This design comes from an exercise in tuning for small area and a short achievable clock period on the open sky130 flow, not from production work.
RTL that was checked went through simulation tests only; none was proved equivalent to the original.

==> run Y: inputs <==
==> flow/design.v (excerpt) <==
module rv32_core_lsu (
  input  logic        clk_i,
  input  logic        rst_i,
  input  logic [31:0] instr_i,
  output logic [31:0] instr_addr_o,
  output logic        mem_req_o,
  output logic        mem_we_o,
  output logic [ 3:0] mem_be_o,
  output logic [31:0] mem_addr_o,
  output logic [31:0] mem_wd_o,
  input  logic [31:0] mem_rd_i,
  input  logic        mem_ready_i,
  input  logic        irq_req_i,
  output logic        irq_ret_o
);
  logic [31:0] pc;
  logic        exc_h, irq_h;    
  logic        lsu_busy;        
  logic [31:0] ins;
  assign ins = instr_i;
  logic [4:0] opc;
  logic [2:0] f3;
  logic [6:0] f7;
  assign opc = ins[6:2];
  assign f3  = ins[14:12];
  assign f7  = ins[31:25];
  logic q;
  assign q = (ins[1:0] == 2'b11);
  logic op_load, op_misc, op_imm, op_auipc, op_store, op_op, op_lui, op_br, op_jalr, op_jal, op_sys;
  assign op_load  = q && opc == 5'b00000;
  ...
export LEC_CHECK = 0
export CAP_MARGIN = 20
export CORE_MARGIN = 2
export CORE_UTILIZATION = 50
export SLEW_MARGIN = 20
export SYNTH_HIERARCHICAL = 1
create_clock -name core_clock -period 25.0 [get_ports {clk_i}]
standard.sh (not shown) runs the stock make flow with config.mk's settings and CLKGATE_MAP_FILE= SYNTH_SCRIPT=/design/flow/synth_recipe.tcl, a recipe that flattens the netlist after the stock synthesis.
==> flow/flow/run.sh <==
#!/bin/bash
# Standard ORFS layout (the standard.sh, unchanged synthesis), with:
#  - small port buffers (every port still gets one);
#  - smaller clock buffers in larger clusters.
set -euo pipefail
bash standard.sh synth > synth.log 2>&1
bash standard.sh SETUP_SLACK_MARGIN=12 TNS_END_PERCENT=20 \
  "BUFFER_PORTS_ARGS=-buffer_cell sky130_fd_sc_hd__buf_2" \
  CTS_CLUSTER_SIZE=22 CTS_CLUSTER_DIAMETER=50 CTS_BUF_LIST=sky130_fd_sc_hd__clkbuf_8 \
  finish > layout.log 2>&1
==> run F (differences from run Y) <==
--- a/flow/design.v
+++ b/flow/design.v
@@ -86,30 +86,12 @@
 module mux2 (
   input  logic a, b, s,
   output logic y
 );
   assign y = s ? b : a;
 endmodule
-module nand2 (
-  input  logic a, b,
-  output logic y
-);
-  assign y = ~(a & b);
-endmodule
-module nand3 (
-  input  logic a, b, c,
-  output logic y
-);
-  assign y = ~(a & b & c);
-endmodule
-module nor2 (
-  input  logic a, b,
-  output logic y
-);
-  assign y = ~(a | b);
-endmodule
 module agu_adder (
   input  logic [31:0] a_i,
   input  logic [31:0] b_i,
   output logic [31:0] s_o
 );
   localparam int W = 32;
@@ -181,13 +163,13 @@
   input  logic         c_i,
   output logic [W-1:0] s_o,
   output logic [W-1:0] p_o,      
   output logic [W-1:0] g_o,      
   output logic         c_o
 );
-  localparam int L = (W > 16) ? 5 : (W > 8) ? 4 : (W > 4) ? 3 : (W > 2) ? 2 : 1;
+  localparam int L = $clog2(W);
   logic [W-1:0] p0, g, p;
   always_comb begin
     p0 = a_i ^ b_i;
     g  = a_i & b_i;
     p  = p0;
     g[0] = g[0] | (p[0] & c_i);
@@ -212,14 +194,14 @@
 module alu (
   input  logic [31:0] a_i,
   input  logic [31:0] b_i,
   input  logic [2:0]  f3_i,       
   input  logic        alt_i,      
   input  logic        sub_i,      
-  output logic [31:0] sum_o,      
-  output logic [31:0] result_o
+  output logic [31:0] result_o,
+  output logic        taken_o     
 );
   logic [31:0] bx, sum, p, g;
   logic        carry;
   assign bx = b_i ^ {32{sub_i}};
   bk_adder #(.W(32)) adder (
     .a_i (a_i),
@@ -227,16 +209,17 @@
     .c_i (sub_i),
     .s_o (sum),
     .p_o (p),
     .g_o (g),
     .c_o (carry)
   );
-  logic ltu, lts;
+  logic ltu, lts, eq;
   assign ltu = !carry;
   assign lts = (a_i[31] ^ b_i[31]) ? a_i[31] : sum[31];
-  assign sum_o = sum;
+  assign eq  = (sum == 32'd0);
+  assign taken_o = (f3_i[2] ? (f3_i[1] ? ltu : lts) : eq) ^ f3_i[0];
   logic        shl, fill;
   logic [31:0] x [0:5];
   logic [31:0] sh;
   assign shl  = !f3_i[2];
   assign fill = alt_i & !shl & a_i[31];
   for (genvar i = 0; i < 32; i++) begin : g_rev_in
@@ -325,22 +308,14 @@
       .a1(sel_i[3*k]),   .a2(col_i[3*k]),
       .b1(sel_i[3*k+1]), .b2(col_i[3*k+1]),
       .c1(sel_i[3*k+2]), .c2(col_i[3*k+2]),
       .y (n[k])
     );
   end
-  nand2 u_t30 (.a(sel_i[30]), .b(col_i[30]), .y(n[10]));
-  logic [3:0] x;
-  logic [1:0] z;
-  nand3 u_x0 (.a(n[0]), .b(n[1]), .c(n[2]), .y(x[0]));
-  nand3 u_x1 (.a(n[3]), .b(n[4]), .c(n[5]), .y(x[1]));
-  nand3 u_x2 (.a(n[6]), .b(n[7]), .c(n[8]), .y(x[2]));
-  nand2 u_x3 (.a(n[9]), .b(n[10]), .y(x[3]));
-  nor2  u_z0 (.a(x[0]), .b(x[1]), .y(z[0]));
-  nor2  u_z1 (.a(x[2]), .b(x[3]), .y(z[1]));
-  nand2 u_d  (.a(z[0]), .b(z[1]), .y(data_o));
+  assign n[10] = ~(sel_i[30] & col_i[30]);
+  assign data_o = ~&n;
 endmodule
 module csr_controller (
   input  logic        clk_i,
   input  logic        rst_i,
   input  logic        trap_i,
   input  logic        illegal_i,    
@@ -430,24 +405,12 @@
       2'd0:    ld_o = {{24{ld_byte[7] & !size_i[2]}}, ld_byte};
       2'd1:    ld_o = {{16{ld_half[15] & !size_i[2]}}, ld_half};
       default: ld_o = rd_i;
     endcase
   end
 endmodule
-module branch_cmp (
-  input  logic [31:0] a_i,
-  input  logic [31:0] b_i,
-  input  logic [2:0]  f3_i,
-  output logic        taken_o
-);
-  logic sgn, eq, lt;
-  assign sgn = !f3_i[1];
-  assign eq  = (a_i == b_i);
-  assign lt  = {a_i[31] ^ sgn, a_i[30:0]} < {b_i[31] ^ sgn, b_i[30:0]};
-  assign taken_o = (f3_i[2] ? lt : eq) ^ f3_i[0];
-endmodule
 module rv32_core_lsu (
   input  logic        clk_i,
   input  logic        rst_i,
   input  logic [31:0] instr_i,
   output logic [31:0] instr_addr_o,
   output logic        mem_req_o,
@@ -544,32 +507,22 @@
   logic [31:0] agu;
   agu_adder agu_add (
     .a_i (rd1),
     .b_i (op_store ? imm_s : imm_i),
     .s_o (agu)
   );
-  logic [31:0] alu_res, alu_sum, alu_a, alu_b, imm_x;
-  logic        use_pc, taken;
-  assign use_pc = op_br || op_jal || op_auipc;
-  assign alu_a  = use_pc ? pc : rd1;
-  assign imm_x  = op_br ? imm_b : op_jal ? imm_j : op_auipc ? imm_u : imm_i;
-  assign alu_b  = op_op ? rd2 : imm_x;
+  logic [31:0] alu_res;
+  logic        taken;
   alu alu_i (
-    .a_i      (alu_a),
-    .b_i      (alu_b),
+    .a_i      (rd1),
+    .b_i      ((op_op || op_br) ? rd2 : imm_i),
     .f3_i     (f3),
     .alt_i    (f7[5]),
-    .sub_i    ((op_op || op_imm) && (f3 == 3'd2 || f3 == 3'd3 || (op_op && f7[5] && f3 == 3'd0))),
-    .sum_o    (alu_sum),
-    .result_o (alu_res)
-  );
-  branch_cmp cmp (
-    .a_i     (rd1),
-    .b_i     (rd2),
-    .f3_i    (f3),
-    .taken_o (taken)
+    .sub_i    (op_br || f3 == 3'd2 || f3 == 3'd3 || (op_op && f7[5] && f3 == 3'd0)),
+    .result_o (alu_res),
+    .taken_o  (taken)
   );
   logic [31:0] csr_rdata, mtvec, mepc;
   csr_controller csr (
     .clk_i     (clk_i),
     .rst_i     (rst_i),
     .trap_i    (trap),
@@ -584,13 +537,21 @@
     .mie16_o   (mie16),
     .mtvec_o   (mtvec),
     .mepc_o    (mepc)
   );
   logic [31:0] pc_inc, pc_tgt, pc_next;
   assign pc_inc = pc + 32'd4;
-  assign pc_tgt = alu_sum;
+  bk_adder #(.W(32)) tgt_adder (
+    .a_i (pc),
+    .b_i (op_br ? imm_b : op_jal ? imm_j : imm_u),
+    .c_i (1'b0),
+    .s_o (pc_tgt),
+    .p_o (),
+    .g_o (),
+    .c_o ()
+  );
   logic s_mepc, s_mtvec, s_jalr, s_tgt, s_inc;
   assign s_mepc  = !rst_i && is_mret;
   assign s_mtvec = !rst_i && !is_mret && trap;
   assign s_jalr  = !rst_i && !trap && is_jalr;
   assign s_tgt   = !rst_i && !trap && (op_jal || (is_branch && taken));
   assign s_inc   = !rst_i && !is_mret && !trap && !is_jalr && !op_jal && !(is_branch && taken);
==> flow/flow/run.sh (replaced) <==
#!/bin/bash
# Standard ORFS layout (the standard.sh, unchanged synthesis), with:
#  - small port buffers (every port still gets one);
#  - power/area recovery on paths that keep their slack.
set -euo pipefail
bash standard.sh synth > synth.log 2>&1
bash standard.sh SETUP_SLACK_MARGIN=11.5 TNS_END_PERCENT=20 RECOVER_POWER=100 \
  "BUFFER_PORTS_ARGS=-buffer_cell sky130_fd_sc_hd__buf_2" finish > layout.log 2>&1
==> run C (differences from run Y) <==
--- a/flow/design.v
+++ b/flow/design.v
@@ -104,25 +104,35 @@
 module nor2 (
   input  logic a, b,
   output logic y
 );
   assign y = ~(a | b);
 endmodule
+module aoi21 (
+  input  logic a1, a2, b1,
+  output logic y
+);
+  assign y = ~((a1 & a2) | b1);
+endmodule
 module agu_adder (
   input  logic [31:0] a_i,
+  input  logic [31:0] az0_i,
+  input  logic [31:0] az1_i,
   input  logic [31:0] b_i,
   output logic [31:0] s_o
 );
   localparam int W = 32;
   localparam int L = 5;
   logic [W-1:0] g [0:L];
   logic [W-1:0] p [0:L];
   logic [W-1:0] p0;
-  assign p0   = a_i ^ b_i;
-  assign g[0] = a_i & b_i;
-  assign p[0] = p0;
+  assign p0 = a_i ^ b_i;
+  for (genvar j = 0; j < W; j++) begin : g_pg0
+    aoi21 u_g (.a1(az0_i[j]), .a2(az1_i[j]), .b1(~b_i[j]), .y(g[0][j]));
+    nand3 u_t (.a(az0_i[j]), .b(az1_i[j]), .c(~b_i[j]), .y(p[0][j]));
+  end
   for (genvar k = 1; k <= L; k++) begin : g_lvl
     localparam int D = 1 << (k - 1);
     for (genvar j = 0; j < W; j++) begin : g_bit
       if (j < D) begin : g_pass
         assign g[k][j] = ~g[k-1][j];
         assign p[k][j] = 1'b0;
@@ -213,13 +223,16 @@
   input  logic [31:0] a_i,
   input  logic [31:0] b_i,
   input  logic [2:0]  f3_i,       
   input  logic        alt_i,      
   input  logic        sub_i,      
   output logic [31:0] sum_o,      
-  output logic [31:0] result_o
+  output logic [31:0] shr_o,      
+  output logic [31:0] p_o,        
+  output logic [31:0] g_o,        
+  output logic        slt_o       
 );
   logic [31:0] bx, sum, p, g;
   logic        carry;
   assign bx = b_i ^ {32{sub_i}};
   bk_adder #(.W(32)) adder (
     .a_i (a_i),
@@ -233,13 +246,12 @@
   logic ltu, lts;
   assign ltu = !carry;
   assign lts = (a_i[31] ^ b_i[31]) ? a_i[31] : sum[31];
   assign sum_o = sum;
   logic        shl, fill;
   logic [31:0] x [0:5];
-  logic [31:0] sh;
   assign shl  = !f3_i[2];
   assign fill = alt_i & !shl & a_i[31];
   for (genvar i = 0; i < 32; i++) begin : g_rev_in
     mux2i u (.a(a_i[i]), .b(a_i[31 - i]), .s(shl), .y(x[0][i]));
   end
   for (genvar k = 0; k < 5; k++) begin : g_lvl
@@ -251,76 +263,66 @@
         mux2i u (.a(x[k][i]), .b(x[k][i + D]), .s(b_i[k]), .y(x[k+1][i]));
       end else begin : g_f
         mux2i u (.a(x[k][i]), .b(f), .s(b_i[k]), .y(x[k+1][i]));
       end
     end
   end
-  for (genvar i = 0; i < 32; i++) begin : g_rev_out
-    mux2 u (.a(x[5][i]), .b(x[5][31 - i]), .s(shl), .y(sh[i]));
-  end
-  logic s_sum, s_sh, s_p, s_g, s_slt, slt;
-  assign s_sum = (f3_i == 3'd0);
-  assign s_sh  = (f3_i[1:0] == 2'd1);
-  assign s_p   = (f3_i == 3'd4) || (f3_i == 3'd6);
-  assign s_g   = (f3_i == 3'd6) || (f3_i == 3'd7);
-  assign s_slt = (f3_i[2:1] == 2'd1);
-  assign slt   = f3_i[0] ? ltu : lts;
-  for (genvar i = 0; i < 32; i++) begin : g_res
-    logic n0, n1;
-    aoi22 u0 (.a1(s_sum), .a2(sum[i]), .b1(s_sh), .b2(sh[i]), .y(n0));
-    if (i == 0) begin : g_b0
-      aoi222 u1 (.a1(s_p), .a2(p[i]), .b1(s_g), .b2(g[i]), .c1(s_slt), .c2(slt), .y(n1));
-    end else begin : g_bn
-      aoi22  u1 (.a1(s_p), .a2(p[i]), .b1(s_g), .b2(g[i]), .y(n1));
-    end
-    assign result_o[i] = ~(n0 & n1);
-  end
+  assign shr_o = x[5];
+  assign p_o   = p;
+  assign g_o   = g;
+  assign slt_o = f3_i[0] ? ltu : lts;
 endmodule
 module register_file (
   input  logic        clk_i,
   input  logic        we_i,
   input  logic [4:0]  ra1_i,
   input  logic [4:0]  ra2_i,
   input  logic [4:0]  wa_i,
   input  logic [31:0] wd_i,
   output logic [31:0] rd1_o,
-  output logic [31:0] rd2_o
+  output logic [31:0] rd2_o,
+  output logic [31:0] rd1_z0_o,    
+  output logic [31:0] rd1_z1_o
 );
   logic [31:0]  rf [1:31];
   logic [991:0] rows;
   always_ff @(posedge clk_i) begin
     for (int r = 1; r < 32; r++)
       if (we_i && wa_i == r[4:0]) rf[r] <= wd_i;
   end
   always_comb begin
     for (int r = 1; r < 32; r++) rows[32*(r-1) +: 32] = rf[r];
   end
-  rf_read_port port1 (.addr_i(ra1_i), .rows_i(rows), .data_o(rd1_o));
-  rf_read_port port2 (.addr_i(ra2_i), .rows_i(rows), .data_o(rd2_o));
+  rf_read_port port1 (.addr_i(ra1_i), .rows_i(rows), .data_o(rd1_o), .z0_o(rd1_z0_o), .z1_o(rd1_z1_o));
+  rf_read_port port2 (.addr_i(ra2_i), .rows_i(rows), .data_o(rd2_o), .z0_o(), .z1_o());
 endmodule
 module rf_read_port (
   input  logic [4:0]   addr_i,
   input  logic [991:0] rows_i,
-  output logic [31:0]  data_o
+  output logic [31:0]  data_o,
+  output logic [31:0]  z0_o,
+  output logic [31:0]  z1_o
 );
   logic [30:0] sel;
   always_comb begin
     for (int r = 1; r < 32; r++) sel[r-1] = (addr_i == r[4:0]);
   end
   for (genvar b = 0; b < 32; b++) begin : g_bit
     logic [30:0] col;
     for (genvar r = 0; r < 31; r++) begin : g_row
       assign col[r] = rows_i[32*r + b];
     end
-    rf_read_bit u_bit (.sel_i(sel), .col_i(col), .data_o(data_o[b]));
+    rf_read_bit u_bit (.sel_i(sel), .col_i(col), .data_o(data_o[b]), .z0_o(z0_o[b]), .z1_o(z1_o[b]));
   end
 endmodule
 module rf_read_bit (
   input  logic [30:0] sel_i,
   input  logic [30:0] col_i,
-  output logic        data_o
+  output logic        data_o,
+  output logic        z0_o,       
+  output logic        z1_o
 );
   logic [10:0] n;
   for (genvar k = 0; k < 10; k++) begin : g_aoi
     aoi222 u_aoi (
       .a1(sel_i[3*k]),   .a2(col_i[3*k]),
       .b1(sel_i[3*k+1]), .b2(col_i[3*k+1]),
@@ -335,12 +337,14 @@
   nand3 u_x1 (.a(n[3]), .b(n[4]), .c(n[5]), .y(x[1]));
   nand3 u_x2 (.a(n[6]), .b(n[7]), .c(n[8]), .y(x[2]));
   nand2 u_x3 (.a(n[9]), .b(n[10]), .y(x[3]));
   nor2  u_z0 (.a(x[0]), .b(x[1]), .y(z[0]));
   nor2  u_z1 (.a(x[2]), .b(x[3]), .y(z[1]));
   nand2 u_d  (.a(z[0]), .b(z[1]), .y(data_o));
+  assign z0_o = z[0];
+  assign z1_o = z[1];
 endmodule
 module csr_controller (
   input  logic        clk_i,
   input  logic        rst_i,
   input  logic        trap_i,
   input  logic        illegal_i,    
@@ -526,44 +530,52 @@
   logic [31:0] imm_i, imm_s, imm_b, imm_j, imm_u;
   assign imm_i = {{20{ins[31]}}, ins[31:20]};
   assign imm_s = {{20{ins[31]}}, ins[31:25], ins[11:7]};
   assign imm_b = {{19{ins[31]}}, ins[31], ins[7], ins[30:25], ins[11:8], 1'b0};
   assign imm_j = {{11{ins[31]}}, ins[31], ins[19:12], ins[20], ins[30:21], 1'b0};
   assign imm_u = {ins[31:12], 12'h000};
-  logic [31:0] rd1, rd2, wd;
+  logic [31:0] rd1, rd2, wd, rd1_z0, rd1_z1;
   logic        stall;
   register_file rf (
     .clk_i (clk_i),
     .we_i  (gpr_we && !trap && !stall),
     .ra1_i (ins[19:15]),
     .ra2_i (ins[24:20]),
     .wa_i  (ins[11:7]),
     .wd_i  (wd),
     .rd1_o (rd1),
-    .rd2_o (rd2)
+    .rd2_o (rd2),
+    .rd1_z0_o (rd1_z0),
+    .rd1_z1_o (rd1_z1)
   );
   logic [31:0] agu;
   agu_adder agu_add (
     .a_i (rd1),
+    .az0_i (rd1_z0),
+    .az1_i (rd1_z1),
     .b_i (op_store ? imm_s : imm_i),
     .s_o (agu)
   );
-  logic [31:0] alu_res, alu_sum, alu_a, alu_b, imm_x;
+  logic [31:0] alu_sum, alu_shr, alu_p, alu_g, alu_a, alu_b, imm_x;
+  logic        alu_slt;
   logic        use_pc, taken;
   assign use_pc = op_br || op_jal || op_auipc;
   assign alu_a  = use_pc ? pc : rd1;
   assign imm_x  = op_br ? imm_b : op_jal ? imm_j : op_auipc ? imm_u : imm_i;
   assign alu_b  = op_op ? rd2 : imm_x;
   alu alu_i (
     .a_i      (alu_a),
     .b_i      (alu_b),
     .f3_i     (f3),
     .alt_i    (f7[5]),
     .sub_i    ((op_op || op_imm) && (f3 == 3'd2 || f3 == 3'd3 || (op_op && f7[5] && f3 == 3'd0))),
     .sum_o    (alu_sum),
-    .result_o (alu_res)
+    .shr_o    (alu_shr),
+    .p_o      (alu_p),
+    .g_o      (alu_g),
+    .slt_o    (alu_slt)
   );
   branch_cmp cmp (
     .a_i     (rd1),
     .b_i     (rd2),
     .f3_i    (f3),
     .taken_o (taken)
@@ -620,22 +632,36 @@
     .wd_i   (rd2),
     .rd_i   (mem_rd_i),
     .be_o   (mem_be_o),
     .wd_o   (mem_wd_o),
     .ld_o   (ld_data)
   );
-  logic s_ld, s_csr, s_lui, s_auipc, s_link, s_alu;
-  assign s_ld    = op_load;
-  assign s_csr   = op_sys;
-  assign s_lui   = op_lui;
-  assign s_auipc = op_auipc;
-  assign s_link  = op_jal || op_jalr;
-  assign s_alu   = op_op || op_imm;
+  logic s_ld, s_csr, s_lui, s_sum, s_link, s_shr, s_shl, s_p, s_g, s_slt, s_alu;
+  assign s_alu  = op_op || op_imm;
+  assign s_ld   = op_load;
+  assign s_csr  = op_sys;
+  assign s_lui  = op_lui;
+  assign s_sum  = op_auipc || (s_alu && f3 == 3'd0);
+  assign s_link = op_jal || op_jalr;
+  assign s_shr  = s_alu && f3 == 3'd5;
+  assign s_shl  = s_alu && f3 == 3'd1;
+  assign s_p    = s_alu && (f3 == 3'd4 || f3 == 3'd6);
+  assign s_g    = s_alu && (f3 == 3'd6 || f3 == 3'd7);
+  assign s_slt  = s_alu && (f3 == 3'd2 || f3 == 3'd3);
   for (genvar i = 0; i < 32; i++) begin : g_wb
-    logic n0, n1;
+    logic n0, n1, n2;
     aoi222 u0 (.a1(s_ld), .a2(ld_data[i]), .b1(s_csr), .b2(csr_rdata[i]),
-               .c1(s_lui), .c2(imm_u[i]), .y(n0));
-    aoi222 u1 (.a1(s_auipc), .a2(pc_tgt[i]), .b1(s_link), .b2(pc_inc[i]),
-               .c1(s_alu), .c2(alu_res[i]), .y(n1));
-    assign wd[i] = ~(n0 & n1);
+               .c1(s_sum), .c2(alu_sum[i]), .y(n0));
+    aoi222 u1 (.a1(s_link), .a2(pc_inc[i]), .b1(s_shr), .b2(alu_shr[i]),
+               .c1(s_shl), .c2(alu_shr[31 - i]), .y(n1));
+    if (i == 0) begin : g_b0
+      aoi222 u2 (.a1(s_p), .a2(alu_p[i]), .b1(s_g), .b2(alu_g[i]),
+                 .c1(s_slt), .c2(alu_slt), .y(n2));
+    end else if (i < 12) begin : g_lo
+      aoi22  u2 (.a1(s_p), .a2(alu_p[i]), .b1(s_g), .b2(alu_g[i]), .y(n2));
+    end else begin : g_hi
+      aoi222 u2 (.a1(s_p), .a2(alu_p[i]), .b1(s_g), .b2(alu_g[i]),
+                 .c1(s_lui), .c2(imm_u[i]), .y(n2));
+    end
+    nand3 u3 (.a(n0), .b(n1), .c(n2), .y(wd[i]));
   end
 endmodule
==> flow/flow/run.sh (replaced) <==
#!/bin/bash
# Standard ORFS layout (the standard.sh, unchanged synthesis), with:
#  - small port buffers (every port still gets one);
#  - smaller clock buffers in larger clusters.
# Each step's full log is in synth.log / layout.log here and in orfs/logs/.
set -euo pipefail
bash standard.sh synth > synth.log 2>&1
bash standard.sh SETUP_SLACK_MARGIN=11.75 TNS_END_PERCENT=5 \
  "BUFFER_PORTS_ARGS=-buffer_cell sky130_fd_sc_hd__buf_2" \
  CTS_CLUSTER_SIZE=16 CTS_CLUSTER_DIAMETER=40 CTS_BUF_LIST=sky130_fd_sc_hd__clkbuf_8 \
  finish > layout.log 2>&1
Settings changed: CAP_MARGIN 20 to 10, CORE_UTILIZATION 50 to 54, SLEW_MARGIN 20 to 10.
==> flow_summary.json <==
{
  "fillerInstances": 9651,
  "multi_input_gates": 2933,
  "multi_input_area_um2": 25730,
  "check.faults": "capacitance limit, slew limit",
  "cap_violations": 80,
  "crit_end": "pc[17]",
  "status": "complete, but fails checks",
  "drtIter0Drc": 13730,
  "fp.coreArea_um2": 120100,
  "maxSlewViolCount": 2548,
  "arrival_ns": 19.79,
  "combPwrFrac_pct": 19.3,
  "fmax_ghz": 0.05210
}
-- figures above: run F

==> flow_summary.json <==
{
  "status": "finished clean",
  "multi_input_area_um2": 27890,
  "multi_input_gates": 3181,
  "maxSlewViolCount": 0,
  "arrival_ns": 8.58,
  "fmax_ghz": 0.07362,
  "cap_violations": 0,
  "fp.coreArea_um2": 121200,
  "fillerInstances": 9748,
  "crit_end": "mem_addr_o[31]",
  "post-cts-setup-buffers": 104
}
-- figures above: run Y

==> flow_summary.json <==
{
  "status": "finished clean",
  "route.met3.wl_mm": 43.74,
  "drtIter0Drc": 12810,
  "inverters_excl_clock": 112,
  "seq_area_share_pct": 51.17,
  "multi_input_gates": 3118,
  "crit_end": "mem_wd_o[25]",
  "rsz0062_at_grt": "yes",
  "cap_violations": 0,
  "busiest_layer": "met2",
  "maxSlewViolCount": 0,
  "fin_nets": 5097,
  "arrival_ns": 8.82
}
-- figures above: run C

Only the layout flow was run in run F; the RTL was not checked for function there.

[what the ideal ports hide]
No port has a modelled driver above. Below, the same layouts with a new extraction and two added sets of constraints.
Step 1 (the two cells are an assumption about what drives the block):
set clk [get_ports {clk_i}]
set_driving_cell -lib_cell sky130_fd_sc_hd__clkbuf_16 $clk
set_driving_cell -lib_cell sky130_fd_sc_hd__buf_2 [delete_from_list [all_inputs] $clk]
Step 2 adds t to the input delays and takes it off the output delays; t is the mean of the earliest and latest rising clock arrival at the registers after step 1. Input paths then give back, and output paths get back, about the clock's delay inside the block.
Three values: ideal, step 1, step 2; two values: the first two.
run | t (ns) | setup WS [ns] | hold WS [ns] | slew at the worst register clock pin (ns)
run Y | 0.962 | 11.417 / 11.299 / 11.299 | 0.471 / 0.471 / 0.471 | 0.12 / 0.12
run F | 0.839 | 5.805 / 5.851 / 5.012 | 0.577 / 0.577 / 0.577 | 0.08 / 0.08
run C | 0.977 | 11.182 / 11.154 / 11.154 | 0.480 / 0.480 / 0.480 | 0.10 / 0.10
For run F, which loses most, drivers alone change the setup slack by +0.046 ns; drivers and shift together by -0.793 ns.
